From an optimization exercise on the open Yosys and OpenROAD flow, aimed at small area, a short achievable clock period and few clock cycles per item; shortcuts taken in it are not production practice. Function was checked by simulation only, so behaviour that the tests miss may differ from the original. No activity file was given, so power comes from the tool's default toggle rates.

`flow/run.sh`:
```
#!/bin/bash
set -o pipefail
bash standard.sh SETUP_SLACK_MARGIN=8.2 "BUFFER_PORTS_ARGS=-buffer_cell sky130_fd_sc_hd__buf_2" finish > standard_flow.log 2>&1
```
`standard.sh`:
```
#!/bin/bash
# synth_recipe.tcl (not shown) runs the flow's synth.tcl, then flattens the netlist and writes it again
# the make line also repeats each setting of config.mk as NAME=value (left out here)
make -C /OpenROAD-flow-scripts/flow DESIGN_CONFIG=/design/flow/config.mk WORK_HOME=/design/flow/orfs CLKGATE_MAP_FILE= SYNTH_SCRIPT=/design/flow/synth_recipe.tcl "${@:-finish}"
```
`config.mk`:
```
export PLATFORM = sky130hd
export DESIGN_NAME = sha_cpu
export DESIGN_NICKNAME = sha_cpu
export VERILOG_FILES = /design/flow/design.v
export SDC_FILE = /design/flow/constraint.sdc
export NUM_CORES = 4
export LEC_CHECK = 0
export CAP_MARGIN = 40
export CORE_MARGIN = 2
export CORE_UTILIZATION = 60
export SLEW_MARGIN = 40
export SYNTH_HIERARCHICAL = 1
```
`constraint.sdc`:
```
create_clock -name core_clock -period 12.0 [get_ports {clock}]
set_input_delay 2.4000 -clock core_clock [delete_from_list [all_inputs] [get_ports {clock}]]
set_output_delay 2.4000 -clock core_clock [all_outputs]
set_load 0.01 [all_outputs]
```
`design.v`:
```
module opadd (
    input  [31:0] q,
    input         la,
    input         lb,
    input  [31:0] ra,
    input  [31:0] rb,
    output [31:0] a,
    output [31:0] b,
    output [31:0] s
);
    assign a = la ? q : ra;
    assign b = lb ? q : rb;
    assign s = a + b;
endmodule
module agu (
    input  [11:0] base,
    input  [11:0] imm,
    output [11:0] addr
);
    assign addr = base + imm;
endmodule
module sha_cpu (
    input          clock,
    input          reset,
    output [11:0]  address_imem,
    input  [31:0]  q_imem,
    output [11:0]  address_dmem,
    output [31:0]  data,
    output         wren,
    input  [31:0]  q_dmem,
    output [255:0] hashOutput,
    output         isHashDone
);
    localparam OP_R    = 5'b00000, OP_J    = 5'b00001, OP_BNE  = 5'b00010,
               OP_JAL  = 5'b00011, OP_JR   = 5'b00100, OP_ADDI = 5'b00101,
               OP_BLT  = 5'b00110, OP_SW   = 5'b00111, OP_LW   = 5'b01000,
               OP_SETX = 5'b10101, OP_BEX  = 5'b10110, OP_ROTR = 5'b11101,
               OP_SWH  = 5'b11110, OP_HD   = 5'b11111;
    reg  [11:0] pc;           
    reg         btb_v;        
    reg  [11:0] btb_pc, btb_tg;
    reg         f_valid;      
    reg         f_btb;        
    reg  [11:0] f_pc;
    reg         d_valid;      
    reg  [1:0]  d_cnt;        
    reg  [31:0] d_ir;
    reg  [4:0]  d_ia, d_ib;   
    reg         d_pt;         
    reg  [11:0] d_pc, d_tgt;  
    reg         d_new;        
    reg         d_fix;        
    reg         x_valid;      
    reg  [31:0] x_a, x_b;
    reg         x_ba, x_bb;   
    reg         x_la, x_lb;   
    reg         x_sub, x_radd, x_rand, x_ror, x_rxor, x_rsh;
    reg  [4:0]  x_rot, x_msk;
    reg         x_shl, x_shr, x_sar;
    reg  [4:0]  x_dst;
    reg         x_wr, x_ld, x_ovf;
    reg  [1:0]  x_code;
    reg         x_bne, x_blt, x_bex, x_jr, x_pt;
    reg  [11:0] x_alt;
    reg         x_swh;
    reg  [2:0]  x_hidx;
    reg         x_sw;
    reg  [11:0] x_sa;         
    wire [11:0] ag_addr;      
    reg         w_we, w_ld, w_ovc;  
    reg         w_a31, w_b31, w_s31;    
    reg  [1:0]  w_code;
    reg         wt_a, wt_b;   
    reg  [4:0]  w_dst;
    reg  [31:0] w_sum, w_oth;    
    reg         w_isadd, w_sub;
    reg  [11:0] w_alt;
    reg  [11:0] m_addr;       
    reg  [31:0] m_data;
    reg         m_wren;
    reg         qv;           
    reg  [11:0] qa;
    reg  [31:0] qd;
    reg         done, hd_pend;
    wire [31:0] w_val = w_isadd ? (w_sum ^ {32{w_sub}}) : w_oth;
    wire ovf_w = w_ovc & (w_a31 == w_b31) & ((w_s31 ^ w_sub) != w_a31);
    wire [31:0] wdata = w_ld ? q_dmem : (ovf_w ? {30'b0, w_code} : w_val);
    wire [31:0] rq [0:31];
    assign rq[0] = 32'b0;
    wire [31:0] rwd = reset ? 32'b0 : wdata;
    wire rwe = w_we | ovf_w;
    wire [4:0] rwdst = ovf_w ? 5'd30 : w_dst;
    genvar ri;
    generate
        for (ri = 1; ri < 32; ri = ri + 1) begin : r
            reg [31:0] d;
            always @(posedge clock)
                if (reset | (rwe & (rwdst == ri))) d <= rwd;
            assign rq[ri] = d;
        end
    endgenerate
    reg [31:0] rf_a, rf_b;
    integer rk;
    always @(*) begin
        rf_a = 32'b0;
        rf_b = 32'b0;
        for (rk = 1; rk < 32; rk = rk + 1) begin
            rf_a = rf_a | (rq[rk] & {32{(d_ia == rk) & ~wt_a}});
            rf_b = rf_b | (rq[rk] & {32{(d_ib == rk) & ~wt_b}});
        end
    end
    wire [31:0] Ab = x_ba ? w_val : x_a;    
    wire [31:0] Bb = x_bb ? w_val : x_b;
    wire [31:0] A, B;       
    wire [31:0] alu_sum;
    opadd ADD (.q(q_dmem), .la(x_la), .lb(x_lb), .ra(Ab), .rb(Bb),
               .a(A), .b(B), .s(alu_sum));
    wire [63:0] sh_aa = {A, A} >> x_rot;
    wire [31:0] sh_mr = 32'hffffffff >> x_msk;
    wire [31:0] sh_ml = 32'hffffffff << x_msk;
    wire [31:0] sh_keep = x_shr ? sh_mr : (x_shl ? sh_ml : 32'hffffffff);
    wire [31:0] sh_res = (sh_aa[31:0] & sh_keep) | (~sh_keep & {32{x_sar & A[31]}});
    wire [31:0] alu_oth = ({32{x_rand}} & (A & B)) |
                          ({32{x_ror}}  & (A | B)) |
                          ({32{x_rxor}} & (A ^ B)) |
                          ({32{x_rsh}}  & sh_res);
    wire wflush = ovf_w;
    wire br_ne = Ab != Bb;
    wire br_lt = Ab < Bb;
    wire ldconf = x_ld & qv & (qa == m_addr);    
    wire xflush = x_valid & ((((x_bne | x_bex) & br_ne) ^ ((x_bne | x_bex) & x_pt)) |
                             ((x_blt & br_lt) ^ (x_blt & x_pt)) | x_jr | ldconf);
    wire flush = wflush | xflush;
    wire [11:0] redirect = wflush ? w_alt : (x_jr ? Ab[11:0] : x_alt);
    wire x_live = x_valid & ~wflush;
    wire [4:0] f_op = q_imem[31:27];
    wire [4:0] f_rd = q_imem[26:22];
    wire [4:0] f_rs = q_imem[21:17];
    wire [4:0] f_rt = q_imem[16:12];
    wire [4:0] f_fn = q_imem[6:2];
    wire f_isr  = f_op == OP_R;
    wire f_j    = f_op == OP_J;
    wire f_jal  = f_op == OP_JAL;
    wire f_bne  = f_op == OP_BNE;
    wire f_blt  = f_op == OP_BLT;
    wire f_jr   = f_op == OP_JR;
    wire f_bex  = f_op == OP_BEX;
    wire f_sw   = f_op == OP_SW;
    wire f_lw   = f_op == OP_LW;
    wire [4:0] f_ia = (f_bne | f_blt | f_jr) ? f_rd : (f_bex ? 5'd30 : f_rs);
    wire [4:0] f_ib = f_isr ? f_rt : ((f_bne | f_blt) ? f_rs : f_rd);
    wire f_mem = f_lw | f_sw;                       
    wire [4:0] d_op = d_ir[31:27];
    wire d_isr  = d_op == OP_R;
    wire d_addi = d_op == OP_ADDI;
    wire d_lw   = d_op == OP_LW;
    wire d_sw   = d_op == OP_SW;
    wire d_jal  = d_op == OP_JAL;
    wire d_setx = d_op == OP_SETX;
    wire d_rotr = d_op == OP_ROTR;
    wire [4:0] d_fn = d_ir[6:2];
    wire [4:0] d_dst = d_jal ? 5'd31 : (d_setx ? 5'd30 : d_ir[26:22]);
    wire d_wr  = (d_isr | d_addi | d_lw | d_jal | d_setx | d_rotr) & (d_dst != 5'd0);
    wire d_ovf = d_addi | (d_isr & (d_fn == 5'd0 || d_fn == 5'd1));
    wire dw  = d_valid & d_wr;
    wire dl  = dw & d_lw;
    wire e_rd = d_dst == f_rd;
    wire e_rs = d_dst == f_rs;
    wire e_rt = d_dst == f_rt;
    wire e_30 = d_dst == 5'd30;
    wire xl_rs = x_valid & x_ld & x_wr & (x_dst == f_rs);
    wire g2 = dl & f_mem & e_rs;
    wire g1 = (dl & (((f_bne | f_blt | f_jr) & e_rd) | ((f_bne | f_blt) & e_rs) | (f_bex & e_30))) |
              (dw & f_isr & (f_fn == 5'd1) & (e_rt | e_rs)) |
              (dw & f_mem & e_rs) | (f_mem & xl_rs);
    wire [1:0] g = g2 ? 2'd2 : (g1 ? 2'd1 : 2'd0);
    wire fixD = d_valid & d_new & d_fix;
    wire fv = f_valid & ~fixD;
    wire [1:0] cnt_n = flush ? 2'd0 :
                       (fv ? g : ((d_cnt != 2'd0) ? d_cnt - 2'd1 : 2'd0));
    wire hold = ~flush & (fv ? g1 : d_cnt[1]);
    wire pt = f_j | f_jal | ((f_bne | f_blt) & q_imem[16]);
    wire [11:0] f_pc1 = f_pc + 12'd1;
    wire [11:0] tgt = (f_j | f_jal | f_bex) ? q_imem[11:0] : (f_pc1 + q_imem[11:0]);
    wire hit = btb_v & (btb_pc == pc);
    always @(posedge clock or posedge reset)
        if (reset) begin
            pc <= 12'd5;
            f_valid <= 1'b0;
            f_btb <= 1'b0;
            btb_v <= 1'b0;
        end else begin
            pc <= flush ? redirect :
                  fixD  ? (d_pt ? d_tgt : d_pc + 12'd1) :
                  hold  ? pc :
                  hit   ? btb_tg : pc + 12'd1;
            f_valid <= ~flush & ~fixD & ~hold;
            f_btb <= hit;
            if (fixD & d_pt) btb_v <= 1'b1;
        end
    always @(posedge clock) begin
        f_pc <= pc;
        if (fixD & d_pt) begin
            btb_pc <= d_pc;
            btb_tg <= d_tgt;
        end
    end
    assign address_imem = pc;
    wire d_go = d_valid & (d_cnt == 2'd0) & ~flush;   
    always @(posedge clock or posedge reset)
        if (reset) begin
            d_valid <= 1'b0;
            d_cnt <= 2'd0;
        end else begin
            d_valid <= ~flush & (fv | (d_valid & (d_cnt != 2'd0)));
            d_cnt <= cnt_n;
        end
    always @(posedge clock) begin
        d_new <= fv;
        if (fv) begin
            d_ir <= q_imem;
            d_ia <= f_ia;
            d_ib <= f_ib;
            d_pt <= pt;
            d_pc <= f_pc;
            d_tgt <= tgt;
            d_fix <= pt ^ f_btb;
        end
    end
    wire d_bne  = d_op == OP_BNE;
    wire d_blt  = d_op == OP_BLT;
    wire d_jr   = d_op == OP_JR;
    wire d_bex  = d_op == OP_BEX;
    wire [11:0] d_alt = d_lw ? d_pc : ((d_pt | ~(d_bne | d_blt | d_bex)) ? d_pc + 12'd1 : d_tgt);
    wire d_swh  = d_op == OP_SWH;
    wire d_hd   = d_op == OP_HD;
    wire [4:0] d_sh = d_ir[11:7];
    wire d_rt_used = d_isr & (d_fn == 5'd0 || d_fn == 5'd1 || d_fn == 5'd2 ||
                              d_fn == 5'd3 || d_fn == 5'd8 || d_fn == 5'd10);
    wire d_ua_alu = d_isr | d_addi | d_rotr | d_swh;
    wire d_ua = d_ua_alu | d_bne | d_blt | d_jr | d_bex;
    wire d_ub = d_rt_used | d_bne | d_blt;
    wire [31:0] ra = rf_a | ({32{wt_a}} & wdata);
    wire [31:0] rb = rf_b | ({32{wt_b}} & wdata);
    wire x_wr_nl = x_valid & x_wr & ~x_ld;
    wire x_wr_l  = x_valid & x_wr & x_ld;
    wire fa_rd = x_wr_nl & (x_dst == d_ia);
    wire fb_rd = x_wr_nl & (x_dst == d_ib);
    wire la_rd = x_wr_l & (x_dst == d_ia);
    wire lb_rd = x_wr_l & (x_dst == d_ib);
    wire [31:0] d_simm = {{15{d_ir[16]}}, d_ir[16:0]};
    always @(posedge clock or posedge reset)
        if (reset) x_valid <= 1'b0;
        else x_valid <= d_go;
    always @(posedge clock) begin
        x_a <= (d_setx | d_jal) ? 32'b0 : (ra ^ {32{d_isr & (d_fn == 5'd1)}});
        x_b <= d_addi ? d_simm :
               d_setx ? {5'b0, d_ir[26:0]} :
               d_jal  ? {20'b0, d_alt} :
               d_bex  ? 32'b0 : rb;
        x_ba <= d_ua & fa_rd;
        x_bb <= (d_ub | d_sw) & fb_rd;
        x_la <= d_ua_alu & la_rd;
        x_lb <= (d_rt_used | d_sw) & lb_rd;
        x_sub  <= d_isr & d_fn == 5'd1;
        x_radd <= d_addi | (d_isr & (d_fn == 5'd0 || d_fn == 5'd1 || d_fn == 5'd10));
        x_rand <= d_isr & d_fn == 5'd2;
        x_ror  <= (d_isr & d_fn == 5'd3) | d_setx | d_jal;
        x_rxor <= d_isr & d_fn == 5'd8;
        x_rsh  <= d_rotr | (d_isr & (d_fn == 5'd4 || d_fn == 5'd5 || d_fn == 5'd9 || d_fn == 5'd11));
        x_rot  <= d_rotr ? d_ir[4:0] :
                  (d_isr & d_fn == 5'd11) ? d_ir[16:12] :
                  (d_isr & d_fn == 5'd4) ? (5'd0 - d_sh) : d_sh;
        x_msk  <= (d_isr & d_fn == 5'd11) ? d_ir[16:12] : d_sh;
        x_shl  <= d_isr & d_fn == 5'd4;
        x_shr  <= d_isr & (d_fn == 5'd5 || d_fn == 5'd11);
        x_sar  <= d_isr & d_fn == 5'd5;
        x_dst  <= d_dst;
        x_wr   <= d_wr;
        x_ld   <= d_lw;
        x_ovf  <= d_ovf;
        x_code <= d_addi ? 2'd2 : ((d_fn == 5'd1) ? 2'd3 : 2'd1);
        x_bne  <= d_bne;
        x_blt  <= d_blt;
        x_bex  <= d_bex;
        x_jr   <= d_jr;
        x_pt   <= d_pt;
        x_alt  <= d_alt;
        x_swh  <= d_swh & (d_ir[26:25] == 2'b00);
        x_hidx <= d_ir[24:22];
        x_sw   <= d_sw;
        x_sa   <= ag_addr;
    end
    wire [31:0] base = rf_a | ({32{wt_a}} & w_val);   
    agu AGU (.base(base[11:0]), .imm(d_ir[11:0]), .addr(ag_addr));
    wire ld_next = d_valid & d_lw & (d_cnt == 2'd0);
    wire newst = x_live & x_sw;                
    wire qv_n = ld_next ? (qv | newst) : (qv & newst);
    wire hdr = (d_go & d_hd) | hd_pend;         
    always @(posedge clock) begin
        m_addr <= ld_next ? ag_addr : (qv ? qa : x_sa);
        m_data <= qv ? qd : B;
        if (newst & (ld_next | qv)) begin
            qa <= x_sa;
            qd <= B;
        end
    end
    always @(posedge clock or posedge reset)
        if (reset) begin
            m_wren <= 1'b0;
            qv <= 1'b0;
            done <= 1'b0;
            hd_pend <= 1'b0;
        end else begin
            m_wren <= ~ld_next & (qv | newst);
            qv <= qv_n;
            done <= hdr & ~qv_n;
            hd_pend <= hdr & qv_n;
        end
    assign address_dmem = m_addr;
    assign data = m_data;
    assign wren = m_wren;
    assign isHashDone = done;
    wire w_we_n = x_live & ~ldconf & x_wr;
    wire [4:0] ia_n = fv ? f_ia : d_ia;
    wire [4:0] ib_n = fv ? f_ib : d_ib;
    wire wt_a_n = x_valid & x_wr & (x_dst == ia_n);
    wire wt_b_n = x_valid & x_wr & (x_dst == ib_n);
    always @(posedge clock or posedge reset)
        if (reset) begin
            w_we <= 1'b0;
            w_ovc <= 1'b0;
            wt_a <= 1'b0;
            wt_b <= 1'b0;
        end else begin
            w_we <= w_we_n;
            w_ovc <= x_live & x_ovf;
            wt_a <= wt_a_n;
            wt_b <= wt_b_n;
        end
    always @(posedge clock) begin
        w_ld <= x_ld;
        w_dst <= x_dst;
        w_sum <= alu_sum;
        w_oth <= alu_oth;
        w_isadd <= x_radd;
        w_sub <= x_sub;
        w_a31 <= x_la ? q_dmem[31] : (Ab[31] ^ x_sub);  
        w_b31 <= x_lb ? q_dmem[31] : (Bb[31] ^ x_sub);  
        w_s31 <= alu_sum[31];
        w_code <= x_code;
        w_alt <= x_alt;
    end
    wire [31:0] hd = reset ? 32'b0 : A;
    wire [31:0] h [0:7];
    genvar hi;
    generate
        for (hi = 0; hi < 8; hi = hi + 1) begin : hr
            reg [31:0] q;
            always @(posedge clock)
                if (reset | (x_live & x_swh & (x_hidx == hi))) q <= hd;
            assign h[hi] = q;
        end
    endgenerate
    assign hashOutput = {h[0], h[1], h[2], h[3], h[4], h[5], h[6], h[7]};
endmodule
```
==> qor.json, run 1 <==
{
  "finish.instance_area_um2": 91100,
  "clock_tree.root_cell": "sky130_fd_sc_hd__clkbuf_16",
  "antenna_violations_before_repair": 28,
  "pwr-share-seq_pct": 36.7,
  "period_share_pct": 34.4,
  "dominant_combinational_cell_family_by_area_after_synthesis": "compound AO/OA/AOI/OAI gates",
  "post_synthesis_net_count": 6267,
  "final_net_count": 6760,
  "grt_max_degree": 81,
  "rsz0062_at_grt": "yes",
  "p_leak_uw": 0.0337,
  "p_int_uw": 14500,
  "worstSetupStartpoint": "wt_b",
  "maximum_single_stage_delay_on_the_critical_path_ns": 0.90,
  "detailed_place_hpwl_um": 193000,
  "outcome": "complete, no violations",
  "yosysWarnings": 7,
  "gpl.final_weighted_congestion": 0.995,
  "global_route_wire_length_before_repair_um": 446000,
  "setup.worst_path.class": "reg -> reg",
  "ys.flop_type": "sky130_fd_sc_hd__edfxtp_1",
  "synth_mux_area_share_pct": 4.69,
  "design.die.area_um2": 129000,
  "startpoint_type": "flop",
  "synth-seq-area-share_pct": 62.9,
  "tritoncts": "built",
  "finClkSkew_ns": 0.0536,
  "power_switching_share_pct": 40.3,
  "non_filler_instance_count_after_layout": 8345,
  "synth_largest_area_cell": "sky130_fd_sc_hd__edfxtp_1",
  "routed_wl_um": 329000,
  "critical_path_required_ns": 12.69,
  "setup.worst_path.end_class": "flop",
  "drt-initial-drc-count": 15000,
  "setup_viol": 0,
  "vdd_drop_max_mv": 0.194,
  "cts_buffers": 169,
  "drt_first_pass_iters": 15,
  "synth_xor_xnor_area_share_pct": 2.24,
  "die_height_um": 359,
  "wl_per_cell_um": 39.4,
  "antenna_left": 0,
  "numPortBuffers": 379,
  "synthSimpleGateAreaFrac_pct": 8.78,
  "htree_num_levels": 4,
  "yosysMostFrequentCell": "sky130_fd_sc_hd__edfxtp_1",
  "cts_hold_repair.buffers": 0,
  "class_of_the_worst_hold_path": "reg -> reg",
  "crit_path_cell_chain": "buf_4 > nand4bb_1 > nor2_4 > buf_4 > a222oi_1 > nand3_1 > nor3_1 > nand2_1 > a21oi_1 > a2bb2oi_1 > o21ai_0",
  "timing.final.ws_setup_ns": 7.87,
  "drive_above_1_share_pct": 24.5,
  "max_cap_viol_count": 0,
  "synth-compound-area-share_pct": 15.8,
  "critical-path-top-delay-family": "simple AND/OR/NAND/NOR gates",
  "grt_pass1_vias": 58400,
  "cpMostUsedCell": "sky130_fd_sc_hd__buf_4",
  "timing.critical_path.buf_inv": 2,
  "power.density_nw_per_um2": 266,
  "dpl_cell_area_um2": 81000,
  "syn-mean-instance-area_um2": 12.5,
  "top_cells_by_area_in_the_synthesized_netlist": "sky130_fd_sc_hd__edfxtp_1 (54%), sky130_fd_sc_hd__a22oi_1 (8.7%), sky130_fd_sc_hd__dfxtp_1 (7.6%)",
  "synthesized_flop_and_latch_total": 1687,
  "worst_flop_to_flop_path_startpoint": "wt_b",
  "gr-usage-all-layers_pct": 49.2,
  "vias": 63900,
  "finalSetupTns_ns": 0,
  "detailedPlace.worstSlack_ns": 6.87,
  "post-route-drc-count": 0,
  "finalMaxSlewViolations": 0,
  "tightest_slew_ns": 1.03,
  "yosys.area_share.adder_pct": 2.59,
  "num-fill-cells": 8388,
  "clock_sink_count": 1687,
  "number_of_enable_flip_flop_cells_after_synthesis": 1374,
  "std_cell_rows": 130,
  "max-clock-path-buffers": 3,
  "boundaryPins": 380,
  "worst_slew_margin_rel_pct": 31.1,
  "netlist_instances": 6046,
  "finalWorstPathRequiredPeriod_ns": 4.13,
  "initial_utilization_pct": 60.4,
  "post_synthesis_to_final_layout_area_growth_pct": 20.2,
  "post-synth-top-area-fraction_pct": 54.5,
  "numPlacedInstances": 7809,
  "switchingPower_uw": 9750,
  "pwr-share-clk_pct": 22.0,
  "critPathSlowestCell": "sky130_fd_sc_hd__nor2_4",
  "combinationalPowerShare_pct": 41.3,
  "worst_setup_hold_path_clk_slew_ns": 0.06,
  "yosysUniqueCellTypes": 91,
  "hold_viol": 0,
  "synth.cell_area_um2": 75800,
  "fmax_mhz": 242,
  "hold_start": "x_code[1]",
  "critical_path.max_fanout": 20,
  "core_area_um2": 125000,
  "synth_common_cells": "sky130_fd_sc_hd__edfxtp_1 (1374), sky130_fd_sc_hd__a22oi_1 (880), sky130_fd_sc_hd__nand2_1 (532), sky130_fd_sc_hd__nor2_1 (353), sky130_fd_sc_hd__clkbuf_1 (297)",
  "clk_latency_ns": 0.83,
  "globalRouteOverflowTotal": 0,
  "die_x_um": 359,
  "crit_arrival_ns": 4.81,
  "final_util_pct": 72.6,
  "vias_per_cell": 7.66,
  "asyncSetResetFlopFracSynth_pct": 1.60
}
## cell families after synthesis
logic type      count (synthesis)
compound gates               1707
simple gates                 1433
fa+ha+maj                     155
flops                        1687
mux                           299
buf+inv                       571
xor+xnor                      194
## per-module statistics from Yosys, one instance, submodules excluded
module   times used  cells inside  cell area [um^2]
agu               1            59               503
sha_cpu           1          5638             72600
opadd             1           349              2620
## state kept, by name, summed over array words and instances (netlist names), 31 cells and up
| register | cells |
|---|---|
| r.d | 992 |
| hr.q | 256 |
| d_ir | 32 |
| m_data | 32 |
| qd | 32 |
| w_oth | 32 |
| x_a | 32 |
| x_b | 32 |
| w_sum | 31 |
## final cells by class
class                      instances  area [um^2]  share of cell area (%)
sequential                      1687        47700                    52.4
multi-input combinational       3788        29600                    32.5
timing repair buffer             715         5520                    6.06
clock buffer                     219         4540                    4.99
tap                             1650         2060                    2.27
clock inverter                    91          940                    1.03
inverter                         178          696                   0.764
antenna                           17         42.5                  0.0467
## power by group through the flow
stage / logic, uW / registers, uW / clock network [uW]
after floorplan: 4910 / 8510 / 0
after global placement: 7880 / 8900 / 0
after detailed placement: 8010 / 8900 / 0
after CTS: 8830 / 8800 / 5300
after global routing: 10200 / 8950 / 5530
final: 10000 / 8890 / 5330
## through the flow
step | hold WS (ns) | total power, uW
after floorplan | 0.310 | 13400
after global placement | 0.311 | 16800
after detailed placement | 0.314 | 16900
after CTS | 0.328 | 22900
after global routing | 0.343 | 24700
final | 0.334 | 24200
## worst paths after layout
| check | endpoint | slack [ns] | cells past startpoint |
|---|---|---|---|
| setup / recovery | x_b[1] | 7.87 | 11 |
| hold / removal | w_code[1] | 0.33 | 0 |
| setup reg to reg | x_b[1] | 7.87 | 11 |
| hold reg to reg | w_code[1] | 0.33 | 0 |
| max in group asynchronous | pc[3] | 9.22 | 3 |
| min in group asynchronous | w_we | 1.80 | 2 |
## layer usage
metal / track usage (%) / up-vias / wire length (um) / part of all wire (%)
met5: 0.851 / - / 460 / 0.14
met4: 31.4 / 32 / 28800 / 8.8
met3: 22.7 / 2009 / 57100 / 17
met2: 69.3 / 6979 / 135000 / 41
met1: 61.2 / 30300 / 108000 / 33
li1: - / 24600 / - / -
## placed cells by master (no fill, tap or decap), types with 44 or more instances in the layout
cell / synthesis / routed
sky130_fd_sc_hd__a22oi_1: 880 / 872
sky130_fd_sc_hd__buf_2: 64 / 366
sky130_fd_sc_hd__nand3_1: 115 / 113
sky130_fd_sc_hd__nor2_4: 0 / 85
sky130_fd_sc_hd__buf_6: 3 / 51
sky130_fd_sc_hd__o21ai_0: 289 / 204
sky130_fd_sc_hd__nor3_1: 95 / 79
sky130_fd_sc_hd__a21oi_2: 2 / 61
sky130_fd_sc_hd__a222oi_1: 92 / 92
sky130_fd_sc_hd__edfxtp_1: 1374 / 1374
sky130_fd_sc_hd__inv_1: 176 / 169
sky130_fd_sc_hd__mux2_4: 1 / 80
sky130_fd_sc_hd__clkbuf_16: 0 / 173
sky130_fd_sc_hd__a21oi_1: 200 / 135
sky130_fd_sc_hd__dfxtp_1: 286 / 272
sky130_fd_sc_hd__o21ai_2: 0 / 44
sky130_fd_sc_hd__buf_4: 3 / 238
sky130_fd_sc_hd__mux2i_1: 141 / 116
sky130_fd_sc_hd__xnor2_1: 139 / 115
sky130_fd_sc_hd__nand4_1: 143 / 143
sky130_fd_sc_hd__mux2_2: 125 / 46
sky130_fd_sc_hd__nor2_1: 353 / 260
sky130_fd_sc_hd__ha_4: 0 / 45
sky130_fd_sc_hd__ha_1: 152 / 101
sky130_fd_sc_hd__xor2_1: 55 / 52
sky130_fd_sc_hd__nand2_1: 532 / 479
## repair_timing
action	4_1_cts	5_1_grt
pin swaps	80	76
gates cloned	10	1
buffers inserted	146	50
gates resized for setup	336	187
endpoints found under the setup margin	474	372
Testbench counts, summed over its fixed seeds: cycles 110,952, items 18.
==> run 2: changes to the inputs <==
--- a/design.v
+++ b/design.v
@@ -47,7 +47,7 @@
     reg  [31:0] d_ir;
     reg  [4:0]  d_ia, d_ib;   
     reg         d_pt;         
-    reg  [11:0] d_pc, d_tgt;  
+    reg  [11:0] d_pc;         
     reg         d_new;        
     reg         d_fix;        
     reg         x_valid;      
@@ -158,6 +158,8 @@
     wire d_jal  = d_op == OP_JAL;
     wire d_setx = d_op == OP_SETX;
     wire d_rotr = d_op == OP_ROTR;
+    wire [11:0] d_pc1 = d_pc + 12'd1;
+    wire [11:0] d_tgt = (d_op == OP_J || d_op == OP_JAL || d_op == OP_BEX) ? d_ir[11:0] : (d_pc1 + d_ir[11:0]);
     wire [4:0] d_fn = d_ir[6:2];
     wire [4:0] d_dst = d_jal ? 5'd31 : (d_setx ? 5'd30 : d_ir[26:22]);
     wire d_wr  = (d_isr | d_addi | d_lw | d_jal | d_setx | d_rotr) & (d_dst != 5'd0);
@@ -180,8 +182,6 @@
                        (fv ? g : ((d_cnt != 2'd0) ? d_cnt - 2'd1 : 2'd0));
     wire hold = ~flush & (fv ? g1 : d_cnt[1]);
     wire pt = f_j | f_jal | ((f_bne | f_blt) & q_imem[16]);
-    wire [11:0] f_pc1 = f_pc + 12'd1;
-    wire [11:0] tgt = (f_j | f_jal | f_bex) ? q_imem[11:0] : (f_pc1 + q_imem[11:0]);
     wire hit = btb_v & (btb_pc == pc);
     always @(posedge clock or posedge reset)
         if (reset) begin
@@ -191,7 +191,7 @@
             btb_v <= 1'b0;
         end else begin
             pc <= flush ? redirect :
-                  fixD  ? (d_pt ? d_tgt : d_pc + 12'd1) :
+                  fixD  ? (d_pt ? d_tgt : d_pc1) :
                   hold  ? pc :
                   hit   ? btb_tg : pc + 12'd1;
             f_valid <= ~flush & ~fixD & ~hold;
@@ -223,7 +223,6 @@
             d_ib <= f_ib;
             d_pt <= pt;
             d_pc <= f_pc;
-            d_tgt <= tgt;
             d_fix <= pt ^ f_btb;
         end
     end
@@ -231,7 +230,7 @@
     wire d_blt  = d_op == OP_BLT;
     wire d_jr   = d_op == OP_JR;
     wire d_bex  = d_op == OP_BEX;
-    wire [11:0] d_alt = d_lw ? d_pc : ((d_pt | ~(d_bne | d_blt | d_bex)) ? d_pc + 12'd1 : d_tgt);
+    wire [11:0] d_alt = d_lw ? d_pc : ((d_pt | ~(d_bne | d_blt | d_bex)) ? d_pc1 : d_tgt);
     wire d_swh  = d_op == OP_SWH;
     wire d_hd   = d_op == OP_HD;
     wire [4:0] d_sh = d_ir[11:7];
--- a/config.mk
+++ b/config.mk
@@ -8,5 +8,8 @@
 export CAP_MARGIN = 40
 export CORE_MARGIN = 2
 export CORE_UTILIZATION = 60
+export CTS_CLUSTER_DIAMETER = 100
+export CTS_CLUSTER_SIZE = 30
 export SLEW_MARGIN = 40
 export SYNTH_HIERARCHICAL = 1
+export TNS_END_PERCENT = 20
==> run 2 against run 1 <==
  * Via count fell by 1.3%
  * Area after synthesis fell by 0.17%
  * Register-to-register slack got worse by 0.04 ns
  * Total power fell by 12%
  * Flip-flop and latch count fell by 12
  * Wire length fell by 1.1%
  * Worst hold slack improved by 0.0011 ns
  * First-iteration DRC count fell by 5.9%
  * Clock power fell by 44%
  * Sequential share of layout area rose by 2.5 points
  * Clock skew fell by 0.014 ns
  * Die area fell by 0.17%
  * Critical endpoint is now w_sum[26]
==> qor.json, run 2 <==
{
  "outcome": "complete, no violations",
  "detailed_place_hpwl": {"value": 192000, "unit": "um", "change": "-0.48%"},
  "clock_sink_count": {"value": 1675, "change": "-0.71%"},
  "post-synth-top-area-fraction": {"value": 54.1, "unit": "%", "change": "-0.38 points"},
  "crit_arrival": {"value": 4.81, "unit": "ns", "change": "about the same"},
  "timing.hold.worst_path_depth": {"value": 0, "change": "unchanged"},
  "pwr-share-seq": {"value": 41.1, "unit": "%", "change": "+4.4 points"},
  "ys.flop_type": "sky130_fd_sc_hd__edfxtp_1",
  "critical-path-top-delay-family": "compound AO/OA/AOI/OAI gates",
  "vdd_drop_max": {"value": 0.182, "unit": "mV", "change": "-6.5%"},
  "design.die.area": {"value": 129000, "unit": "um^2", "change": "-0.17%"},
  "number_of_enable_flip_flop_cells_after_synthesis": {"value": 1362, "change": "-0.87%"},
  "top_regs": "r.d: 992 flops, hr.q: 256 flops",
  "crit_path_cell_chain": "buf_12 > mux2_4 > ha_4 > fa_2 > a21o_1 > a311o_1 > a211oi_4 > nor2_2 > a21o_1 > a311oi_1",
  "timing.critical_path.buf_inv": {"value": 1, "change": "-1"},
  "final_cell_mix": "sky130_fd_sc_hd__edfxtp_1 (1362), sky130_fd_sc_hd__a22oi_1 (799), sky130_fd_sc_hd__nand2_1 (430)",
  "worst_setup_hold_path_clk_slew": {"value": 0.12, "unit": "ns", "change": "+0.06 ns"},
  "switchingPower": {"value": 9140, "unit": "uW", "change": "-6.3%"},
  "gpl.final_weighted_congestion": {"value": 1.03, "change": "+3.9%"},
  "hold_start": "x_radd",
  "setup.worst_path.end_class": "flop",
  "power.density": {"value": 248, "unit": "nW/um^2", "change": "-6.7%"},
  "cts_buffers": {"value": 68, "change": "-60%"},
  "numPortBuffers": {"value": 379, "change": "unchanged"},
  "fmax": {"value": 239, "unit": "MHz", "change": "-1.3%"},
  "antenna_violations_before_repair": {"value": 26, "change": "-7.1%"},
  "rsz0062_at_grt": "yes",
  "setup.worst_path.class": "in -> reg",
  "max_cap_viol_count": {"value": 0, "change": "unchanged"},
  "boundaryPins": {"value": 380, "change": "unchanged"},
  "clk_latency": {"value": 0.76, "unit": "ns", "change": "-0.07 ns"},
  "p_leak": {"value": 0.0316, "unit": "uW", "change": "-6.4%"},
  "critPathSlowestCell": "sky130_fd_sc_hd__fa_2",
  "max-clock-path-buffers": {"value": 3, "change": "unchanged"},
  "setup_viol": {"value": 0, "change": "unchanged"},
  "yosysMostFrequentCell": "sky130_fd_sc_hd__edfxtp_1",
  "worst_hold_slack": {"value": 0.335, "unit": "ns", "change": "+0.00112 ns"},
  "vias": {"value": 63100, "change": "-1.3%"},
  "post_synthesis_to_final_layout_area_growth_pct": 14.0,
  "regMostFlops": "r.d",
  "worst_slew_margin_rel": {"value": 28.9, "unit": "%", "change": "-2.2 points"},
  "global_route_wire_length_before_repair": {"value": 442000, "unit": "um", "change": "-0.80%"},
  "period_share": {"value": 34.8, "unit": "%", "change": "+0.46 points"},
  "crit_cells": {"value": 10, "change": "-1"},
  "clock_tree.root_cell": "sky130_fd_sc_hd__clkbuf_16",
  "finalSetupTns": {"value": 0, "unit": "ns", "change": "unchanged"},
  "detailedPlace.worstSlack": {"value": 6.59, "unit": "ns", "change": "-0.271 ns"},
  "synth.cell_area": {"value": 75600, "unit": "um^2", "change": "-0.17%"},
  "grt_pass1_vias": {"value": 57500, "change": "-1.6%"},
  "grt_max_degree": {"value": 54, "change": "-33%"},
  "worst_flop_to_flop_path_startpoint": "wt_a",
  "final_net_count": {"value": 6632, "change": "-1.9%"},
  "numPlacedInstances": {"value": 7830, "change": "+0.27%"},
  "asyncSetResetFlopFracSynth": {"value": 1.61, "unit": "%", "change": "+0.011 points"},
  "yosysWarnings": {"value": 7, "change": "unchanged"},
  "critical_path_required": {"value": 12.63, "unit": "ns", "change": "-0.06 ns"},
  "synth-seq-area-share": {"value": 62.5, "unit": "%", "change": "-0.37 points"},
  "pwr-share-clk": {"value": 13.9, "unit": "%", "change": "-8.1 points"},
  "synth_common_cells": "sky130_fd_sc_hd__edfxtp_1 (1362), sky130_fd_sc_hd__a22oi_1 (807), sky130_fd_sc_hd__nand2_1 (474), sky130_fd_sc_hd__nor2_1 (359), sky130_fd_sc_hd__clkbuf_1 (304)",
  "hold_viol": {"value": 0, "change": "unchanged"},
  "holdPathEnd": "w_isadd",
  "netlist_instances": {"value": 6026, "change": "-0.33%"},
  "gr-usage-all-layers": {"value": 48.6, "unit": "%", "change": "-0.58 points"},
  "top_cells_by_area_in_the_synthesized_netlist": "sky130_fd_sc_hd__edfxtp_1 (54%), sky130_fd_sc_hd__a22oi_1 (8.0%), sky130_fd_sc_hd__dfxtp_1 (7.6%)",
  "synthesized_flop_and_latch_total": {"value": 1675, "change": "-0.71%"},
  "yosysUniqueCellTypes": {"value": 94, "change": "+3.3%"},
  "antenna_left": {"value": 0, "change": "unchanged"},
  "globalRouteOverflowTotal": {"value": 0, "change": "unchanged"},
  "post_synthesis_net_count": {"value": 6247, "change": "-0.32%"},
  "post-route-drc-count": {"value": 0, "change": "unchanged"},
  "p_int": {"value": 12200, "unit": "uW", "change": "-15%"},
  "tightest_slew": {"value": 1.07, "unit": "ns", "change": "+0.0407 ns"},
  "class_of_the_worst_hold_path": "reg -> reg",
  "wl_per_cell": {"value": 40.1, "unit": "um", "change": "+1.8%"},
  "core_area": {"value": 125000, "unit": "um^2", "change": "unchanged"},
  "timing.final.ws_setup": {"value": 7.82, "unit": "ns", "change": "-0.0546 ns"},
  "drt_first_pass_iters": {"value": 15, "change": "unchanged"},
  "crit-reg2reg-capture": "m_addr[11]",
  "maximum_single_stage_delay_on_the_critical_path": {"value": 0.36, "unit": "ns", "change": "-0.54 ns"},
  "cts_hold_repair.buffers": {"value": 0, "change": "unchanged"},
  "worst-r2r-setup-slack": {"value": 7.83, "unit": "ns", "change": "-0.04 ns"},
  "routed_wl": {"value": 325000, "unit": "um", "change": "-1.1%"},
  "die_x": {"value": 359, "unit": "um", "change": "about the same"},
  "initial_utilization": {"value": 60.3, "unit": "%", "change": "-0.10 points"},
  "die_height": {"value": 359, "unit": "um", "change": "about the same"},
  "cpMostUsedCell": "sky130_fd_sc_hd__a21o_1",
  "syn-mean-instance-area": {"value": 12.6, "unit": "um^2", "change": "+0.16%"},
  "largest_register_ffs": {"value": 992, "change": "unchanged"},
  "tritoncts": "built",
  "drive_above_1_share": {"value": 21.2, "unit": "%", "change": "-3.3 points"},
  "finalMaxSlewViolations": {"value": 0, "change": "unchanged"},
  "non_filler_instance_count_after_layout": {"value": 8106, "change": "-2.9%"},
  "startpoint_type": "input pin",
  "r2r.worst_path.cells": {"value": 17, "change": "+6"},
  "finalWorstPathRequiredPeriod": {"value": 4.18, "unit": "ns", "change": "+0.0546 ns"},
  "critical_path.max_fanout": {"value": 3, "change": "-85%"},
  "drt-initial-drc-count": {"value": 14100, "change": "-5.9%"},
  "power_switching_share": {"value": 42.8, "unit": "%", "change": "+2.5 points"},
  "vias_per_cell": {"value": 7.78, "change": "+1.6%"},
  "htree_num_levels": {"value": 3, "change": "-1"},
  "combinationalPowerShare": {"value": 45.0, "unit": "%", "change": "+3.7 points"},
  "mostFrequentLayoutCell": "sky130_fd_sc_hd__edfxtp_1",
  "std_cell_rows": {"value": 130, "change": "unchanged"},
  "synth_largest_area_cell": "sky130_fd_sc_hd__edfxtp_1",
  "finClkSkew": {"value": 0.0395, "unit": "ns", "change": "-0.0141 ns"}
}
run 2: cell count changes in the layout (fill, tap and decap cells not counted), sizes merged, moves of 24 or more:
cell and change:
a22oi -73, clkinv -53, nand2 -58, clkbuf -125
a221o +26, a22o +50, a211oi +25, o21ai -24
run 2: layout make-up:
cell class / instances / area [um^2]
Timing Repair Buffer: 707 / 5390
Sequential cell: 1675 / 47400
Fill cell: 8913 / 39200
Inverter: 182 / 697
Tap cell: 1650 / 2060
Clock buffer: 88 / 1840
Antenna cell: 15 / 37.5
Clock inverter: 12 / 161
Multi-Input combinational cell: 3777 / 28700
run 2: modules after synthesis, one instance, submodules excluded:
module | copies in the design | cell area, um^2
sha_cpu | 1 | 72500
opadd | 1 | 2620
agu | 1 | 503
run 2: how the worst max path moves through the flow:
stage	start	to	slack (ns)
2_1_floorplan	q_dmem[0]	w_sum[26]	7.47
3_3_place_gp	w_sub	pc[9]	6.55
3_5_place_dp	reset	r[4].d[15]	6.59
4_1_cts	q_dmem[0]	w_sum[26]	7.85
5_1_grt	q_dmem[0]	w_sum[26]	7.78
6_report	q_dmem[0]	w_sum[26]	7.82
run 2: kinds of logic after synthesis:
group | after synthesis | synth area share (%)
multiplexers | 279 | 4.44
AND/OR/NAND/NOR | 1405 | 8.75
buffers and inverters | 577 | 2.97
AO/OA/AOI/OAI | 1747 | 16.5
XOR/XNOR | 188 | 2.18
adder cells (fa/ha/maj) | 155 | 2.59
flip-flops | 1675 | 62.5
run 2: power groups by stage:
stage                     clock, uW  sequential, uW  combinational, uW
after floorplan                   0            8390               4840
after global placement            0            8780               7910
after detailed placement          0            8780               8030
after CTS                      2940            8680               8570
after global routing           3120            8830               9860
final                          2970            8780               9630
run 2: metal layers:
metal  track usage [%]  up-vias  wire (um)
li1                  -    24300          -
met1              60.1    30000     105000
met2              69.8     6776     135000
met3              21.3     1988      56200
met4              31.0       30      29200
met5             0.629        -        395
run 2: timing repair:
item / CTS / global route
gates cloned: 10 / 5
setup endpoints to repair: 1134 / 205
pin swaps: 72 / 64
buffers inserted: 102 / 42
gates resized for setup: 235 / 257
run 2: metrics by stage:
| stage | util, % | total power (uW) | cell area, um^2 |
|---|---|---|---|
| floorplan | - | 13200 | 75800 |
| global placement | 63.9 | 16700 | 80100 |
| detailed placement | 64.0 | 16800 | 80200 |
| CTS | 67.4 | 20200 | 84500 |
| global route | 68.7 | 21800 | 86200 |
| finish | 68.7 | 21400 | 86200 |
Testbench counts of run 2, summed over its fixed seeds: cycles 110,952, items 18.
==> run 3: changes to the inputs <==
--- a/config.mk
+++ b/config.mk
@@ -8,7 +8,7 @@
 export CAP_MARGIN = 40
 export CORE_MARGIN = 2
 export CORE_UTILIZATION = 60
-export CTS_CLUSTER_DIAMETER = 100
+export CTS_CLUSTER_DIAMETER = 80
 export CTS_CLUSTER_SIZE = 30
 export SLEW_MARGIN = 40
 export SYNTH_HIERARCHICAL = 1
==> run 3 against run 2 <==
  * Still clean on timing, DRC and antenna
  * First-iteration DRC count is 2.7% higher
  * Register-to-register slack better by 0.08 ns
  * Combinational power rose by 3.7%
  * Maximum frequency down 1.7%
  * Wire length is 0.63% higher
  * Core utilization increased by 1.2 points
  * Cell area rose by 1.7%
  * Setup slack got worse by 0.072 ns
  * Non-clock buffer count is 43 higher
  * Clock skew up 0.025 ns
  * Largest cell class unchanged
  * Largest power group unchanged
==> qor.json, run 3 <==
{
  "synth_common_cells": "sky130_fd_sc_hd__edfxtp_1 (1362), sky130_fd_sc_hd__a22oi_1 (807), sky130_fd_sc_hd__nand2_1 (474), sky130_fd_sc_hd__nor2_1 (359), sky130_fd_sc_hd__clkbuf_1 (304)",
  "hold_viol": {"value": 0, "change": "unchanged"},
  "number_of_enable_flip_flop_cells_after_synthesis": {"value": 1362, "change": "unchanged"},
  "largest_register_ffs": {"value": 992, "change": "unchanged"},
  "detailed_place_hpwl": {"value": 192000, "unit": "um", "change": "unchanged"},
  "post-synth-top-area-fraction": {"value": 54.1, "unit": "%", "change": "unchanged"},
  "final_cell_mix": "sky130_fd_sc_hd__edfxtp_1 (1362), sky130_fd_sc_hd__a22oi_1 (799), sky130_fd_sc_hd__nand2_1 (429)",
  "startpoint_type": "input pin",
  "top_cells_by_area_in_the_synthesized_netlist": "sky130_fd_sc_hd__edfxtp_1 (54%), sky130_fd_sc_hd__a22oi_1 (8.0%), sky130_fd_sc_hd__dfxtp_1 (7.6%)",
  "class_of_the_worst_hold_path": "reg -> reg",
  "vdd_drop_max": {"value": 0.150, "unit": "mV", "change": "-18%"},
  "core_area": {"value": 125000, "unit": "um^2", "change": "unchanged"},
  "finalWorstPathRequiredPeriod": {"value": 4.25, "unit": "ns", "change": "+0.0719 ns"},
  "finClkSkew": {"value": 0.0646, "unit": "ns", "change": "+0.0251 ns"},
  "gr-usage-all-layers": {"value": 48.9, "unit": "%", "change": "+0.29 points"},
  "setup.worst_path.class": "in -> reg",
  "num-fill-cells": {"value": 8748, "change": "-1.9%"},
  "antenna_violations_before_repair": {"value": 24, "change": "-7.7%"},
  "vias_per_cell": {"value": 7.76, "change": "-0.37%"},
  "hold_start": "x_code[0]",
  "max-clock-path-buffers": {"value": 3, "change": "unchanged"},
  "clk_latency": {"value": 0.77, "unit": "ns", "change": "about the same"},
  "setup.worst_path.end_class": "flop",
  "multi_input_area": {"value": 29100, "unit": "um^2", "change": "+1.4%"},
  "crit_arrival": {"value": 4.86, "unit": "ns", "change": "+0.05 ns"},
  "period_share": {"value": 35.4, "unit": "%", "change": "+0.60 points"},
  "drt_first_pass_iters": {"value": 12, "change": "-3"},
  "finalPower": {"value": 22100, "unit": "uW", "change": "+3.5%"},
  "cts_buffers": {"value": 78, "change": "+15%"},
  "worstSetupStartpoint": "q_dmem[0]",
  "global_route_wire_length_before_repair": {"value": 444000, "unit": "um", "change": "+0.52%"},
  "post_synthesis_net_count": {"value": 6247, "change": "unchanged"},
  "antenna_left": {"value": 0, "change": "unchanged"},
  "critical_path_required": {"value": 12.61, "unit": "ns", "change": "-0.02 ns"},
  "yosysMostFrequentCell": "sky130_fd_sc_hd__edfxtp_1",
  "post_synthesis_to_final_layout_area_growth_pct": 15.9,
  "max_cap_viol_count": {"value": 0, "change": "unchanged"},
  "synth-seq-area-share": {"value": 62.5, "unit": "%", "change": "unchanged"},
  "wl_per_cell": {"value": 40.0, "unit": "um", "change": "-0.28%"},
  "use_met3": {"value": 21.2, "unit": "%", "change": "-0.055 points"},
  "synth.cell_area": {"value": 75600, "unit": "um^2", "change": "unchanged"},
  "regMostFlops": "r.d",
  "routed_wl": {"value": 327000, "unit": "um", "change": "+0.63%"},
  "critical-path-top-delay-family": "compound AO/OA/AOI/OAI gates",
  "outcome": "complete, no violations",
  "final_net_count": {"value": 6685, "change": "+0.80%"},
  "worst_slew_margin_rel": {"value": 29.5, "unit": "%", "change": "+0.55 points"},
  "timing.critical_path.buf_inv": {"value": 1, "change": "unchanged"},
  "worst_flop_to_flop_path_startpoint": "wt_b",
  "yosysWarnings": {"value": 7, "change": "unchanged"},
  "boundaryPins": {"value": 380, "change": "unchanged"},
  "globalRouteOverflowTotal": {"value": 0, "change": "unchanged"},
  "critical_path.max_fanout": {"value": 3, "change": "unchanged"},
  "setup_viol": {"value": 0, "change": "unchanged"},
  "worst_hold_slack": {"value": 0.333, "unit": "ns", "change": "-0.00148 ns"},
  "worst_setup_hold_path_clk_slew": {"value": 0.12, "unit": "ns", "change": "about the same"},
  "numPortBuffers": {"value": 379, "change": "unchanged"},
  "post-route-drc-count": {"value": 0, "change": "unchanged"},
  "global_routing_usage_on_met1": {"value": 60.3, "unit": "%", "change": "+0.21 points"},
  "grt_max_degree": {"value": 54, "change": "unchanged"},
  "syn-mean-instance-area": {"value": 12.6, "unit": "um^2", "change": "unchanged"},
  "tightest_slew": {"value": 1.06, "unit": "ns", "change": "-0.00824 ns"},
  "p_leak": {"value": 0.0322, "unit": "uW", "change": "+2.0%"},
  "cpMostUsedCell": "sky130_fd_sc_hd__a21o_1",
  "yosysUniqueCellTypes": {"value": 94, "change": "unchanged"},
  "gpl.final_weighted_congestion": {"value": 1.03, "change": "unchanged"},
  "final_util": {"value": 69.9, "unit": "%", "change": "+1.2 points"},
  "synthesized_flop_and_latch_total": {"value": 1675, "change": "unchanged"},
  "mostFrequentLayoutCell": "sky130_fd_sc_hd__edfxtp_1",
  "met2_usage": {"value": 69.7, "unit": "%", "change": "about the same"},
  "std_cell_rows": {"value": 130, "change": "unchanged"},
  "top_regs": "r.d: 992 flops, hr.q: 256 flops",
  "ys.flop_type": "sky130_fd_sc_hd__edfxtp_1",
  "drive_above_1_share": {"value": 22.9, "unit": "%", "change": "+1.7 points"},
  "area.sequential": {"value": 47400, "unit": "um^2", "change": "about the same"},
  "gr-max-usage-layer": "met2",
  "drt-initial-drc-count": {"value": 14400, "change": "+2.7%"},
  "grt_pass1_vias": {"value": 57800, "change": "+0.50%"},
  "die_height": {"value": 359, "unit": "um", "change": "unchanged"},
  "clock_tree.root_cell": "sky130_fd_sc_hd__clkbuf_16",
  "detailedPlace.worstSlack": {"value": 6.59, "unit": "ns", "change": "unchanged"},
  "crit_path_cell_chain": "buf_12 > mux2_4 > ha_4 > fa_2 > a21o_1 > a311o_1 > a211oi_4 > nor2_2 > a21o_1 > a311oi_1",
  "die_x": {"value": 359, "unit": "um", "change": "unchanged"},
  "rsz0062_at_grt": "yes",
  "vias": {"value": 63400, "change": "+0.54%"},
  "htree_num_levels": {"value": 3, "change": "unchanged"},
  "initial_utilization": {"value": 60.3, "unit": "%", "change": "unchanged"},
  "asyncSetResetFlopFracSynth": {"value": 1.61, "unit": "%", "change": "unchanged"},
  "synth_largest_area_cell": "sky130_fd_sc_hd__edfxtp_1",
  "tritoncts": "built",
  "maximum_single_stage_delay_on_the_critical_path": {"value": 0.36, "unit": "ns", "change": "about the same"},
  "critPathSlowestCell": "sky130_fd_sc_hd__fa_2",
  "cts_hold_repair.buffers": {"value": 0, "change": "unchanged"},
  "netlist_instances": {"value": 6026, "change": "unchanged"},
  "timing.final.ws_setup": {"value": 7.75, "unit": "ns", "change": "-0.0719 ns"},
  "power.density": {"value": 252, "unit": "nW/um^2", "change": "+1.7%"},
  "finalMaxSlewViolations": {"value": 0, "change": "unchanged"},
  "finalSetupTns": {"value": 0, "unit": "ns", "change": "unchanged"},
  "clock_sink_count": {"value": 1675, "change": "unchanged"},
  "fmax": {"value": 235, "unit": "MHz", "change": "-1.7%"},
  "design.die.area": {"value": 129000, "unit": "um^2", "change": "unchanged"}
}
## run 3: cell counts after synthesis
No cell type changed its count.
## run 3: worst register-to-register path: stages (launching register included)
cell,delay [ns]
sky130_fd_sc_hd__dfrtp_4,0.62
sky130_fd_sc_hd__buf_4,0.31
sky130_fd_sc_hd__or4b_2,0.81
sky130_fd_sc_hd__nor2_4,0.13
sky130_fd_sc_hd__buf_6,0.57
sky130_fd_sc_hd__a22oi_1,0.19
sky130_fd_sc_hd__and4_1,0.27
sky130_fd_sc_hd__nand4_1,0.20
sky130_fd_sc_hd__a21oi_1,0.07
sky130_fd_sc_hd__a21oi_1,0.63
sky130_fd_sc_hd__nand2_1,0.13
sky130_fd_sc_hd__nand3_1,0.12
## run 3: cell families (layout without fill, tap and decap cells)
group           Yosys count  in the layout  synth area share, %
compound gates         1747           1750                 16.5
fa+ha+maj               155            155                 2.59
mux                     279            279                 4.44
simple gates           1405           1405                 8.75
buf+inv                 577           1062                 2.97
flops                  1675           1675                 62.5
xor+xnor                188            188                 2.18
other cells               0             16                    0
## run 3: final timing paths
| kind | endpoint | slack, ns | cells after the start |
|---|---|---|---|
| min reg2reg | w_code[0] | 0.33 | 0 |
| max reg2reg | x_b[6] | 7.91 | 11 |
| max | w_sum[26] | 7.75 | 10 |
| min | w_code[0] | 0.33 | 0 |
| max in group asynchronous | pc[2] | 9.61 | 3 |
| min in group asynchronous | w_ovc | 1.73 | 2 |
## run 3: cell type report
cell class	instances	share of cell area, %
Sequential cell	1675	54.0
Inverter	182	0.795
Clock inverter	35	0.579
Multi-Input combinational cell	3777	33.2
Clock buffer	95	2.36
Timing Repair Buffer	750	6.68
Antenna cell	16	0.0457
Tap cell	1650	2.35
## run 3: metal layers
| layer | vias up | routed length [um] |
|---|---|---|
| met5 | - | 465 |
| met4 | 34 | 29900 |
| met3 | 2021 | 55000 |
| met2 | 6739 | 135000 |
| met1 | 30200 | 107000 |
| li1 | 24400 | - |
## run 3: Yosys stat by module, one instance, submodules excluded
| module | cell area, um^2 | copies in the design | cells | flops+latches |
|---|---|---|---|---|
| sha_cpu | 72500 | 1 | 5618 | 1675 |
| opadd | 2620 | 1 | 349 | 0 |
| agu | 503 | 1 | 59 | 0 |
## run 3: stage by stage
| step | instance area, um^2 | instances |
|---|---|---|
| floorplan | 75800 | 6026 |
| global placement | 80100 | 7826 |
| detailed placement | 80200 | 7830 |
| CTS | 85500 | 8092 |
| global route | 87600 | 8168 |
| finish | 87700 | 8180 |
## run 3: report_power, final
part / leakage [uW] / total (uW) / switching (uW) / internal [uW]
combinational: 0.0143 / 9990 / 6430 / 3560
sequential: 0.0167 / 8780 / 1020 / 7760
clock: 0.00123 / 3350 / 2020 / 1330
## run 3: timing repair
action | in CTS | in global routing
gates cloned | 15 | 1
buffers inserted | 117 | 71
setup endpoints to repair | 1133 | 330
pin swaps | 69 | 95
gates resized for setup | 257 | 393
==> run 4: changes to the inputs <==
--- a/config.mk
+++ b/config.mk
@@ -9,7 +9,7 @@
 export CORE_MARGIN = 2
 export CORE_UTILIZATION = 60
 export CTS_CLUSTER_DIAMETER = 80
-export CTS_CLUSTER_SIZE = 30
+export CTS_CLUSTER_SIZE = 25
 export SLEW_MARGIN = 40
 export SYNTH_HIERARCHICAL = 1
-export TNS_END_PERCENT = 20
+export TNS_END_PERCENT = 10
==> run 4 against run 3 <==
  * First-iteration DRC count decreased by 2.8%
  * Still clean on timing, DRC and antenna
  * Via count rose by 0.62%
  * Register-to-register slack worse by 0.29 ns
  * Maximum frequency fell by 2.9%
  * Highest routed layer unchanged
  * Cell area fell by 0.68%
  * Combinational power decreased by 2.8%
  * Sequential share of layout area increased by 0.37 points
  * Sequential power is essentially flat
  * Largest cell class unchanged
  * Core utilization fell by 0.48 points
  * Critical path type is now reg -> reg
==> qor.json, run 4 <==
{
  "outcome": "complete, no violations",
  "setup.worst_path.end_class": "flop",
  "final_net_count": {"value": 6663, "change": "-0.33%"},
  "boundaryPins": {"value": 380, "change": "unchanged"},
  "yosysMostFrequentCell": "sky130_fd_sc_hd__edfxtp_1",
  "antenna_violations_before_repair": {"value": 27, "change": "+13%"},
  "tritoncts": "built",
  "crit_arrival": {"value": 5.06, "unit": "ns", "change": "+0.20 ns"},
  "vdd_drop_max": {"value": 0.163, "unit": "mV", "change": "+9.1%"},
  "regMostFlops": "r.d",
  "rsz0062_at_grt": "yes",
  "finalMaxSlewViolations": {"value": 0, "change": "unchanged"},
  "largest_register_ffs": {"value": 992, "change": "unchanged"},
  "numPortBuffers": {"value": 379, "change": "unchanged"},
  "post_synthesis_to_final_layout_area_growth_pct": 15.1,
  "top_cells_by_area_in_the_synthesized_netlist": "sky130_fd_sc_hd__edfxtp_1 (54%), sky130_fd_sc_hd__a22oi_1 (8.0%), sky130_fd_sc_hd__dfxtp_1 (7.6%)",
  "finalWorstPathRequiredPeriod": {"value": 4.38, "unit": "ns", "change": "+0.127 ns"},
  "final_util": {"value": 69.4, "unit": "%", "change": "-0.48 points"},
  "initial_utilization": {"value": 60.3, "unit": "%", "change": "unchanged"},
  "clk_latency": {"value": 0.77, "unit": "ns", "change": "about the same"},
  "startpoint_type": "flop",
  "max_cap_viol_count": {"value": 0, "change": "unchanged"},
  "post-synth-top-area-fraction": {"value": 54.1, "unit": "%", "change": "unchanged"},
  "htree_num_levels": {"value": 3, "change": "unchanged"},
  "critical_path_required": {"value": 12.68, "unit": "ns", "change": "+0.07 ns"},
  "tightest_slew": {"value": 1.05, "unit": "ns", "change": "-0.00594 ns"},
  "drt-initial-drc-count": {"value": 14000, "change": "-2.8%"},
  "grt_pass1_vias": {"value": 58400, "change": "+1.1%"},
  "finClkSkew": {"value": 0.0556, "unit": "ns", "change": "-0.00901 ns"},
  "asyncSetResetFlopFracSynth": {"value": 1.61, "unit": "%", "change": "unchanged"},
  "number_of_enable_flip_flop_cells_after_synthesis": {"value": 1362, "change": "unchanged"},
  "power.density": {"value": 251, "unit": "nW/um^2", "change": "-0.48%"},
  "gpl.final_weighted_congestion": {"value": 1.05, "change": "+1.6%"},
  "std_cell_rows": {"value": 130, "change": "unchanged"},
  "global_route_wire_length_before_repair": {"value": 450000, "unit": "um", "change": "+1.3%"},
  "cts_buffers": {"value": 84, "change": "+7.7%"},
  "finalPower": {"value": 21900, "unit": "uW", "change": "-1.2%"},
  "top_regs": "r.d: 992 flops, hr.q: 256 flops",
  "synthesized_flop_and_latch_total": {"value": 1675, "change": "unchanged"},
  "final_cell_mix": "sky130_fd_sc_hd__edfxtp_1 (1362), sky130_fd_sc_hd__a22oi_1 (802), sky130_fd_sc_hd__nand2_1 (428)",
  "finalSetupTns": {"value": 0, "unit": "ns", "change": "unchanged"},
  "post-route-drc-count": {"value": 0, "change": "unchanged"},
  "syn-mean-instance-area": {"value": 12.6, "unit": "um^2", "change": "unchanged"},
  "clock_tree.root_cell": "sky130_fd_sc_hd__clkbuf_16",
  "core_area": {"value": 125000, "unit": "um^2", "change": "unchanged"},
  "grt_max_degree": {"value": 79, "change": "+46%"},
  "max-clock-path-buffers": {"value": 3, "change": "unchanged"},
  "vias": {"value": 63800, "change": "+0.62%"},
  "class_of_the_worst_hold_path": "reg -> reg",
  "fmax": {"value": 228, "unit": "MHz", "change": "-2.9%"},
  "synth-seq-area-share": {"value": 62.5, "unit": "%", "change": "unchanged"},
  "drive_above_1_share": {"value": 21.8, "unit": "%", "change": "-1.1 points"},
  "synth.cell_area": {"value": 75600, "unit": "um^2", "change": "unchanged"},
  "worst_slew_margin_rel": {"value": 29.9, "unit": "%", "change": "+0.40 points"},
  "hold_viol": {"value": 0, "change": "unchanged"},
  "worst_setup_hold_path_clk_slew": {"value": 0.10, "unit": "ns", "change": "-0.02 ns"},
  "non_filler_instance_count_after_layout": {"value": 8167, "change": "-0.16%"},
  "dpl_cell_area": {"value": 80300, "unit": "um^2", "change": "+0.11%"},
  "wl_per_cell": {"value": 40.5, "unit": "um", "change": "+1.1%"},
  "setup.worst_path.class": "reg -> reg",
  "drt_first_pass_iters": {"value": 22, "change": "+10"},
  "netlist_instances": {"value": 6026, "change": "unchanged"},
  "yosysWarnings": {"value": 7, "change": "unchanged"},
  "vias_per_cell": {"value": 7.82, "change": "+0.78%"},
  "setup_viol": {"value": 0, "change": "unchanged"},
  "yosysUniqueCellTypes": {"value": 94, "change": "unchanged"},
  "cts_hold_repair.buffers": {"value": 0, "change": "unchanged"},
  "clock_sink_count": {"value": 1675, "change": "unchanged"},
  "synth_common_cells": "sky130_fd_sc_hd__edfxtp_1 (1362), sky130_fd_sc_hd__a22oi_1 (807), sky130_fd_sc_hd__nand2_1 (474), sky130_fd_sc_hd__nor2_1 (359), sky130_fd_sc_hd__clkbuf_1 (304)",
  "antenna_left": {"value": 0, "change": "unchanged"},
  "mostFrequentLayoutCell": "sky130_fd_sc_hd__edfxtp_1",
  "detailed_place_hpwl": {"value": 198000, "unit": "um", "change": "+3.0%"},
  "critical_path.max_fanout": {"value": 19, "change": "+16"},
  "die_x": {"value": 359, "unit": "um", "change": "unchanged"},
  "period_share": {"value": 36.5, "unit": "%", "change": "+1.1 points"},
  "finish.instance_area": {"value": 87100, "unit": "um^2", "change": "-0.68%"},
  "gr-usage-all-layers": {"value": 49.6, "unit": "%", "change": "+0.72 points"},
  "synth_largest_area_cell": "sky130_fd_sc_hd__edfxtp_1",
  "ys.flop_type": "sky130_fd_sc_hd__edfxtp_1",
  "design.die.area": {"value": 129000, "unit": "um^2", "change": "unchanged"},
  "post_synthesis_net_count": {"value": 6247, "change": "unchanged"},
  "routed_wl": {"value": 331000, "unit": "um", "change": "+0.99%"},
  "globalRouteOverflowTotal": {"value": 0, "change": "unchanged"},
  "die_height": {"value": 359, "unit": "um", "change": "unchanged"},
  "p_leak": {"value": 0.0320, "unit": "uW", "change": "-0.65%"},
  "numPlacedInstances": {"value": 7827, "change": "-0.038%"}
}
## run 4: changes by cell type in the layout (fill, tap and decap cells not counted), moves of 6 or more
| cell | change |
|---|---|
| sky130_fd_sc_hd__buf_4 | -27 |
| sky130_fd_sc_hd__o21ai_2 | -25 |
| sky130_fd_sc_hd__mux2_4 | -8 |
| sky130_fd_sc_hd__a21oi_2 | -6 |
| sky130_fd_sc_hd__buf_12 | -7 |
| sky130_fd_sc_hd__mux2_2 | +8 |
| sky130_fd_sc_hd__diode_2 | +11 |
| sky130_fd_sc_hd__o21ai_0 | +47 |
| sky130_fd_sc_hd__a21oi_1 | +6 |
| sky130_fd_sc_hd__o21ai_1 | -24 |
| sky130_fd_sc_hd__buf_2 | +9 |
## run 4: per-module statistics from Yosys, one instance, submodules excluded
module   cells inside  copies in the design  flops+latches  area, um^2
agu                59                     1              0         503
sha_cpu          5618                     1           1675       72500
opadd             349                     1              0        2620
## run 4: area by class of cell
class	instances	area, um^2
Inverter	182	704
Tap cell	1650	2060
Multi-Input combinational cell	3777	28700
Clock inverter	31	413
Timing Repair Buffer	722	5550
Antenna cell	27	67.6
Clock buffer	103	2190
Fill cell	8810	38300
Sequential cell	1675	47400
## run 4: layer usage
layer	GRT usage (%)	routed length (um)	up-vias
met3	21.7	56200	2124
met2	69.7	134000	6793
met5	2.26	704	-
li1	-	-	24400
met4	36.0	32300	28
met1	60.8	107000	30400
## run 4: logic make-up (layout without fill, tap and decap cells)
logic type / count (synthesis) / after routing / synth area share, %
buf+inv: 577 / 1038 / 2.97
other cells: 0 / 27 / 0
mux: 279 / 279 / 4.44
flops: 1675 / 1675 / 62.5
compound gates: 1747 / 1750 / 16.5
xor+xnor: 188 / 188 / 2.18
simple gates: 1405 / 1405 / 8.75
fa+ha+maj: 155 / 155 / 2.59
## run 4: worst paths after layout
check	start	endpoint	slack, ns	cells after the start
max	wt_b	x_b[5]	7.62	10
min	x_code[0]	w_code[0]	0.34	0
max reg2reg	wt_b	x_b[5]	7.62	10
min reg2reg	x_code[0]	w_code[0]	0.34	0
max in group asynchronous	reset	wt_a	9.50	3
min in group asynchronous	reset	f_valid	1.76	2
## run 4: critical path: stages (launching register included)
cell                        delay [ns]
sky130_fd_sc_hd__dfrtp_1          0.54
sky130_fd_sc_hd__buf_4            0.34
sky130_fd_sc_hd__or4b_2           0.84
sky130_fd_sc_hd__nor2_4           0.79
sky130_fd_sc_hd__buf_4            0.60
sky130_fd_sc_hd__a22oi_1          0.14
sky130_fd_sc_hd__nand4_1          0.15
sky130_fd_sc_hd__a2111oi_0        0.08
sky130_fd_sc_hd__a21oi_1          0.49
sky130_fd_sc_hd__nor2_1           0.15
sky130_fd_sc_hd__o2bb2ai_1        0.15
## run 4: repair_timing
item                                     CTS  global route
pin swaps                                 85            53
resized for setup                        280           223
setup buffers                            123            38
cloned                                    14             1
endpoints found under the setup margin  1352           243
## run 4: stage by stage
step / setup WS, ns / hold WS [ns]
floorplan: 7.47 / 0.310
global placement: 6.61 / 0.311
detailed placement: 6.52 / 0.314
CTS: 7.85 / 0.338
global route: 7.81 / 0.345
finish: 7.62 / 0.340
## run 4: where the power goes
part,internal (uW),switching [uW]
Clock,1400,1970
Combinational,3410,6300
Sequential,7760,1010
Total,12600,9290

## static timing again, ports no longer ideal
No port has a modelled driver above. Below, the same layouts with a new extraction and two added sets of constraints.
Step 1, drivers: a clkbuf_16 drives clock and a buf_2 each remaining input, both assumed.
Step 2 times the ports against the registers' clock, not the clock port: input delays grow and output delays shrink by t, the midpoint of the rising clock arrivals with the driver on.
Three values: ideal, step 1, step 2; two values: the first two.
run	shift t [ns]	setup WS [ns]	worst setup path after step 2	pins driven straight from the clock port
run 1	0.881	7.875 / 7.875 / 7.088	input to register	1
run 2	0.817	7.820 / 7.830 / 7.037	input to register	1
run 3	0.817	7.748 / 7.783 / 6.967	input to register	1
run 4	0.820	7.622 / 7.622 / 6.960	input to register	1
After both steps every run listed still meets setup and hold. The setup slack of run 1, which loses most, moves by 0.000 ns with the drivers and by -0.787 ns with both steps.
